Source: an optimization exercise on an open RTL-to-GDS flow (aim: small area). Production flows keep margins and buffers that such runs may drop.
Where RTL was checked, it was by simulation tests only, not by an equivalence proof against the original.
The clock port is modelled as an ideal driver; clocking choices that lean on that would not hold on a real chip.
Power is estimated from default activity; no workload was simulated.

==> module b_ang, before the edit <==
module b_ang(input clk, input [2:0] t, input d0, input [9:0] a0, output sgn);
	reg signed [9:0] A;
	reg [8:0] at;
	wire p1 = (t == 3'd6);
	always @* begin
		case (t)
			3'd0: at = 9'd301;
			3'd1: at = 9'd159;
			3'd2: at = 9'd80;
			3'd3: at = 9'd40;
			3'd4: at = 9'd19;
			default: at = 9'd9;
		endcase
	end
	wire edge0 = d0 ? ~|a0 : &a0;
	wire sg = p1 ? d0 : A[9];
	wire [9:0] Ab = p1 ? a0 : A;
	wire [9:0] Ac = p1 ? 10'd511 : {1'b0, at};
	wire [9:0] An;
	rca #(10) u_a (.a(Ab), .b(Ac ^ {10{~sg}}), .ci(~sg ^ (p1 & edge0)), .s(An));
	always @(posedge clk) A <= An;
	assign sgn = A[9];
endmodule
==> module nco, before the edit <==
module nco(
	input clk,
	input En,
	input [19:0] FCW,
	input selXY,
	input selSign,
	output Vld,
	output [11:0] Dout
);
	wire [2:0] t;
	wire p1 = (t == 3'd6);
	wire [19:0] acc;
	wire sgn, dk;
	wire [1:0] q7;
	wire IS;
	wire [11:0] Xn, Yn;
	b_ctrl u_ctrl(.clk(clk), .En(En), .t(t), .Vld(Vld));
	b_acc u_acc(.clk(clk), .En(En), .p1(p1), .FCW(FCW), .acc(acc));
	b_ang u_ang(.clk(clk), .t(t), .d0(acc[18]), .a0(acc[17:8]), .sgn(sgn));
	b_lane u_lane(.clk(clk), .p1(p1), .sgn(sgn), .q(acc[19:18]), .dk(dk), .q7(q7), .IS(IS));
	b_xy u_xy(.clk(clk), .t(t), .dk(dk), .q7(q7), .IS(IS), .Xn(Xn), .Yn(Yn));
	b_out u_out(.clk(clk), .p1(p1), .Xn(Xn), .Yn(Yn), .selSign(selSign), .selXY(selXY), .Dout(Dout));
endmodule
Settings: LEC_CHECK=0, ABC_AREA=1, CAP_MARGIN=20, CORE_MARGIN=2, CORE_UTILIZATION=65, GPL_TIMING_DRIVEN=0, SLEW_MARGIN=20; clock period 6.0 ns.
standard.sh (not shown) runs the stock make flow with config.mk's settings and CLKGATE_MAP_FILE= SYNTH_SCRIPT=/design/flow/synth_recipe.tcl, a recipe that flattens the netlist after the stock synthesis.
==> flow/flow/run.sh <==
#!/bin/bash
# Standard ORFS layout (the standard.sh) with: port buffers of buf_1, no buffer removal at
# floorplan beyond yosys/abc's own buffers, a clock tree of clkbuf_4 without dummy loads, and a
# POST_CTS hook (flow/post_cts.tcl) that upsizes any clock buffer whose sinks see too slow a slew.
# make's output goes to make.log; each ORFS step keeps its own log under orfs/logs.
set -euo pipefail
here=$(pwd)
bash standard.sh \
  BUFFER_PORTS_ARGS="-buffer_cell sky130_fd_sc_hd__buf_1" \
  CTS_ARGS="-sink_clustering_enable -repair_clock_nets -dont_use_dummy_load -buf_list sky130_fd_sc_hd__clkbuf_4" \
  POST_CTS_TCL="$here/flow/post_cts.tcl" \
  REMOVE_ABC_BUFFERS=1 \
  finish > make.log 2>&1
==> flow/flow/post_cts.tcl <==
estimate_parasitics -placement
set my_upsized 0
foreach inst [get_cells -filter "ref_name == sky130_fd_sc_hd__clkbuf_4"] {
  set outp [get_pins -of_objects $inst -filter "direction == output"]
  set worst 0
  foreach p [get_pins -of_objects [get_nets -of_objects $outp] -filter "direction == input"] {
    set s [get_property $p slew_max]
    if {$s > $worst} { set worst $s }
  }
  if {$worst > 0.115} {
    puts "post_cts: [get_property $inst name] load slew $worst, upsized to clkbuf_8"
    replace_cell $inst sky130_fd_sc_hd__clkbuf_8
    incr my_upsized
  }
}
if {$my_upsized > 0} {
  detailed_placement
  check_placement -verbose
  estimate_parasitics -placement
}
The starting point finished clean.
Next try:
--- a/flow/design.v
+++ b/flow/design.v
@@ -51,8 +51,8 @@
 		c10 <= cl[10];
 	end
 endmodule
-module b_ang(input clk, input [2:0] t, input d0, input [9:0] a0, output sgn);
-	reg signed [9:0] A;
+module b_ang(input clk, input [2:0] t, input [10:0] A0, output sgn);
+	reg signed [10:0] A;
 	reg [8:0] at;
 	wire p1 = (t == 3'd6);
 	always @* begin
@@ -65,14 +65,12 @@
 			default: at = 9'd9;
 		endcase
 	end
-	wire edge0 = d0 ? ~|a0 : &a0;
-	wire sg = p1 ? d0 : A[9];
-	wire [9:0] Ab = p1 ? a0 : A;
-	wire [9:0] Ac = p1 ? 10'd511 : {1'b0, at};
-	wire [9:0] An;
-	rca #(10) u_a (.a(Ab), .b(Ac ^ {10{~sg}}), .ci(~sg ^ (p1 & edge0)), .s(An));
+	wire signed [10:0] Ab = p1 ? A0 : A;
+	wire signed [10:0] Ac = p1 ? 11'sd511 : {2'b00, at};
+	wire [10:0] An;
+	rca #(11) u_a (.a(Ab), .b(Ac ^ {11{~Ab[10]}}), .ci(~Ab[10]), .s(An));
 	always @(posedge clk) A <= An;
-	assign sgn = A[9];
+	assign sgn = A[10];
 endmodule
 module b_lane(input clk, input p1, input sgn, input [1:0] q, output dk, output [1:0] q7, output IS);
 	reg [55:0] L;
@@ -141,7 +139,7 @@
 	wire [11:0] Xn, Yn;
 	b_ctrl u_ctrl(.clk(clk), .En(En), .t(t), .Vld(Vld));
 	b_acc u_acc(.clk(clk), .En(En), .p1(p1), .FCW(FCW), .acc(acc));
-	b_ang u_ang(.clk(clk), .t(t), .d0(acc[18]), .a0(acc[17:8]), .sgn(sgn));
+	b_ang u_ang(.clk(clk), .t(t), .A0({acc[18], acc[17:8]}), .sgn(sgn));
 	b_lane u_lane(.clk(clk), .p1(p1), .sgn(sgn), .q(acc[19:18]), .dk(dk), .q7(q7), .IS(IS));
 	b_xy u_xy(.clk(clk), .t(t), .dk(dk), .q7(q7), .IS(IS), .Xn(Xn), .Yn(Yn));
 	b_out u_out(.clk(clk), .p1(p1), .Xn(Xn), .Yn(Yn), .selSign(selSign), .selXY(selXY), .Dout(Dout));
Effect: The new run went through all stages and came out clean; setup slack is worse by 38 ps; design area went down by about 3%; maximum frequency went down by about 0.64%; register-to-register slack is worse by 40 ps; non-clock buffer count went down by 9; die area stays the same; clock skew went up by 4.8 ps; power went down by about 0.9%; hold slack is worse by 7.5 ps; count of clock-buffer cells in the layout is unchanged; combinational power went down by about 3%.
No functional check of the RTL was part of the first run of this note.

========
The RTL this note starts from:
==> flow/design.v <==
module rca #(parameter W = 12) (
	input  [W-1:0] a,
	input  [W-1:0] b,
	input          ci,
	output [W-1:0] s
);
	wire [W:0] c;
	assign c[0] = ci;
	genvar i;
	generate
		for (i = 0; i < W; i = i + 1) begin : g
			assign s[i] = a[i] ^ b[i] ^ c[i];
			assign c[i+1] = (a[i] & b[i]) | (c[i] & (a[i] ^ b[i]));
		end
	endgenerate
endmodule
module b_ctrl(input clk, input En, output reg [2:0] s, output Vld);
	reg [3:0] f;
	wire s7 = &s;
	always @(posedge clk) begin
		if (!En) begin
			s <= 3'd6;
			f <= 4'd0;
		end else begin
			s <= s7 ? 3'd1 : s + 3'd1;
			if (s7 && !(f[3] & f[0])) f <= f + 4'd1;
		end
	end
	assign Vld = s7 & f[3] & f[0];
endmodule
module b_acc(input clk, input En, input p1, input [19:0] FCW, output reg [19:0] acc);
	reg c10;
	wire [19:0] b = FCW & {20{p1}};
	wire [9:0] lo;
	wire [9:0] hi;
	wire [10:0] cl;
	wire [10:0] ch;
	assign cl[0] = 1'b0;
	assign ch[0] = c10;
	genvar i;
	generate
		for (i = 0; i < 10; i = i + 1) begin : g
			assign lo[i] = acc[i] ^ b[i] ^ cl[i];
			assign cl[i+1] = (acc[i] & b[i]) | (cl[i] & (acc[i] ^ b[i]));
			assign hi[i] = acc[i+10] ^ b[i+10] ^ ch[i];
			assign ch[i+1] = (acc[i+10] & b[i+10]) | (ch[i] & (acc[i+10] ^ b[i+10]));
		end
	endgenerate
	always @(posedge clk) begin
		acc <= {hi, lo} & {20{En}};
		c10 <= cl[10];
	end
endmodule
module b_ang(input clk, input [2:0] s, input [10:0] A0, output sgn);
	reg signed [10:0] A;
	reg [8:0] at;
	wire p1 = &s;
	always @* begin
		case (s)
			3'd1: at = 9'd301;
			3'd2: at = 9'd159;
			3'd3: at = 9'd80;
			3'd4: at = 9'd40;
			3'd5: at = 9'd19;
			default: at = 9'd9;
		endcase
	end
	wire signed [10:0] Ab = p1 ? A0 : A;
	wire signed [10:0] Ac = p1 ? 11'sd511 : {2'b00, at};
	wire [10:0] An;
	rca #(11) u_a (.a(Ab), .b(Ac ^ {11{~Ab[10]}}), .ci(~Ab[10]), .s(An));
	always @(posedge clk) A <= An;
	assign sgn = A[10];
endmodule
module b_lane(input clk, input p1, input sgn, input [1:0] q, output dk, output [1:0] q7, output [1:0] q8);
	reg [55:0] L;
	always @(posedge clk) L <= {L[54:0], sgn};
	reg [1:0] Q [0:8];
	integer j;
	always @(posedge clk) if (p1) begin
		Q[0] <= q;
		for (j = 1; j < 9; j = j + 1) Q[j] <= Q[j-1];
	end
	assign dk = L[55];
	assign q7 = Q[7];
	assign q8 = Q[8];
endmodule
module b_shr(input [11:0] v, input [2:0] s, output [11:0] o, output st);
	wire [11:0] a = s[0] ? {v[11], v[11:1]} : v;
	wire [11:0] b = s[1] ? {{2{a[11]}}, a[11:2]} : a;
	assign o = s[2] ? {{4{b[11]}}, b[11:4]} : b;
	assign st = (s[0] & v[0]) | (s[1] & (a[1] | a[0])) | (s[2] & (|b[3:0]));
endmodule
module b_xy(input clk, input [2:0] s, input dk, input [1:0] q7, input IS, output [11:0] Xn, output [11:0] Yn);
	reg [11:0] X, Y;
	wire [11:0] Xs, Ys;
	wire stX, stY;
	b_shr u_sx(.v(X), .s(s), .o(Xs), .st(stX));
	b_shr u_sy(.v(Y), .s(s), .o(Ys), .st(stY));
	rca #(12) u_x (.a(X), .b(Ys ^ {12{~dk}}), .ci(~dk ^ (IS & stY)), .s(Xn));
	rca #(12) u_y (.a(Y), .b(Xs ^ {12{dk}}), .ci(dk ^ (IS & stX)), .s(Yn));
	wire nx = q7[0] ^ q7[1];
	wire ny = q7[1];
	wire [11:0] X1 = nx ? 12'hB26 : 12'h4DA;
	wire [11:0] Y1 = ny ? 12'hB26 : 12'h4DA;
	always @(posedge clk) begin
		if (&s) begin X <= X1; Y <= Y1; end
		else begin X <= Xn; Y <= Yn; end
	end
endmodule
module b_out(input clk, input p1, input [11:0] Xn, input [11:0] Yn, input selSign, input selXY, output [11:0] Dout);
	reg [11:0] Xo, Yo;
	always @(posedge clk) if (p1) begin
		Xo <= Xn ^ {selSign, 11'd0};
		Yo <= Yn ^ {selSign, 11'd0};
	end
	assign Dout = selXY ? Xo : Yo;
endmodule
module nco(
	input clk,
	input En,
	input [19:0] FCW,
	input selXY,
	input selSign,
	output Vld,
	output [11:0] Dout
);
	wire [2:0] s;
	wire p1 = &s;
	wire [19:0] acc;
	wire sgn, dk;
	wire [1:0] q7, q8;
	wire [11:0] Xn, Yn;
	b_ctrl u_ctrl(.clk(clk), .En(En), .s(s), .Vld(Vld));
	b_acc u_acc(.clk(clk), .En(En), .p1(p1), .FCW(FCW), .acc(acc));
	b_ang u_ang(.clk(clk), .s(s), .A0({acc[18], acc[17:8]}), .sgn(sgn));
	b_lane u_lane(.clk(clk), .p1(p1), .sgn(sgn), .q(acc[19:18]), .dk(dk), .q7(q7), .q8(q8));
	b_xy u_xy(.clk(clk), .s(s), .dk(dk), .q7(q7), .IS(q8[1] ^ q8[0]), .Xn(Xn), .Yn(Yn));
	b_out u_out(.clk(clk), .p1(p1), .Xn(Xn), .Yn(Yn), .selSign(selSign), .selXY(selXY), .Dout(Dout));
endmodule
Settings: LEC_CHECK=0, ABC_AREA=1, CAP_MARGIN=20, CORE_MARGIN=2, CORE_UTILIZATION=65, GPL_TIMING_DRIVEN=0, SLEW_MARGIN=20; clock period 6.0 ns.
==> flow/flow/run.sh <==
#!/bin/bash
# Standard ORFS layout with smaller port buffers and a clock tree without dummy loads.
set -euo pipefail
bash standard.sh \
  BUFFER_PORTS_ARGS="-buffer_cell sky130_fd_sc_hd__buf_1" \
  CTS_ARGS="-sink_clustering_enable -repair_clock_nets -dont_use_dummy_load -buf_list sky130_fd_sc_hd__clkbuf_8" \
  finish > make.log 2>&1
Then changed:
--- a/flow/design.v
+++ b/flow/design.v
@@ -27,10 +27,12 @@
 		end
 	end
 	assign Vld = s7 & f[3] & f[0];
 endmodule
-module b_acc(input clk, input En, input p1, input [19:0] FCW, output reg [19:0] acc);
+module b_acc(input clk, input En, input p1, input [19:0] FCW, output [19:0] acc);
+	reg [19:0] nacc;
 	reg c10;
+	assign acc = ~nacc;
 	wire [19:0] b = FCW & {20{p1}};
 	wire [9:0] lo;
 	wire [9:0] hi;
 	wire [10:0] cl;
@@ -46,9 +48,9 @@
 			assign ch[i+1] = (acc[i+10] & b[i+10]) | (ch[i] & (acc[i+10] ^ b[i+10]));
 		end
 	endgenerate
 	always @(posedge clk) begin
-		acc <= {hi, lo} & {20{En}};
+		nacc <= ~({hi, lo} & {20{En}});
 		c10 <= cl[10];
 	end
 endmodule
 module b_ang(input clk, input [2:0] s, input [10:0] A0, output sgn);
@@ -109,13 +111,15 @@
 	end
 endmodule
 module b_out(input clk, input p1, input [11:0] Xn, input [11:0] Yn, input selSign, input selXY, output [11:0] Dout);
 	reg [11:0] Xo, Yo;
+	reg SSo;
 	always @(posedge clk) if (p1) begin
-		Xo <= Xn ^ {selSign, 11'd0};
-		Yo <= Yn ^ {selSign, 11'd0};
+		Xo <= Xn;
+		Yo <= Yn;
+		SSo <= selSign;
 	end
-	assign Dout = selXY ? Xo : Yo;
+	assign Dout = (selXY ? Xo : Yo) ^ {SSo, 11'd0};
 endmodule
 module nco(
 	input clk,
 	input En,
After rerunning:
- The changed run passed the timing, DRC and antenna checks
- non-clock buffer count fell by 2
- cell count fell slightly
- setup slack improves by 0.060 ns
- worst hold slack improves by 0.0067 ns
- global-route usage fell by 2.0 points
- wire length fell by a little under a tenth
- count of clock-buffer cells in the layout does not change
- fmax rose slightly
Function not checked in the second run of this note: the RTL went through the layout flow alone.

## port drivers added, routing unchanged
No port has a modelled driver above. Below, the same layouts with a new extraction and two added sets of constraints. Step 1 assumes that a clkbuf_16 drives the clock port and a buf_2 every other input. Step 2 moves the port delays by t, midway between the first and last clock arrival at a register: inputs arrive t later, outputs are due t later. That takes back most of the time a late clock gives input paths. Slacks: ideal / step 1 / step 2; pairs: ideal / step 1.
run | shift t [ns] | setup slack, ns | cell pins on the clock port's net
the first run of note 1 | 0.452 | 0.133 / 0.133 / 0.133 | 1
the second run of note 1 | 0.450 | 0.095 / 0.095 / 0.095 | 1
the first run of note 2 | 0.475 | 0.098 / 0.098 / 0.098 | 1
the second run of note 2 | 0.483 | 0.158 / 0.158 / 0.158 | 1
After both steps every run listed still meets setup and hold.
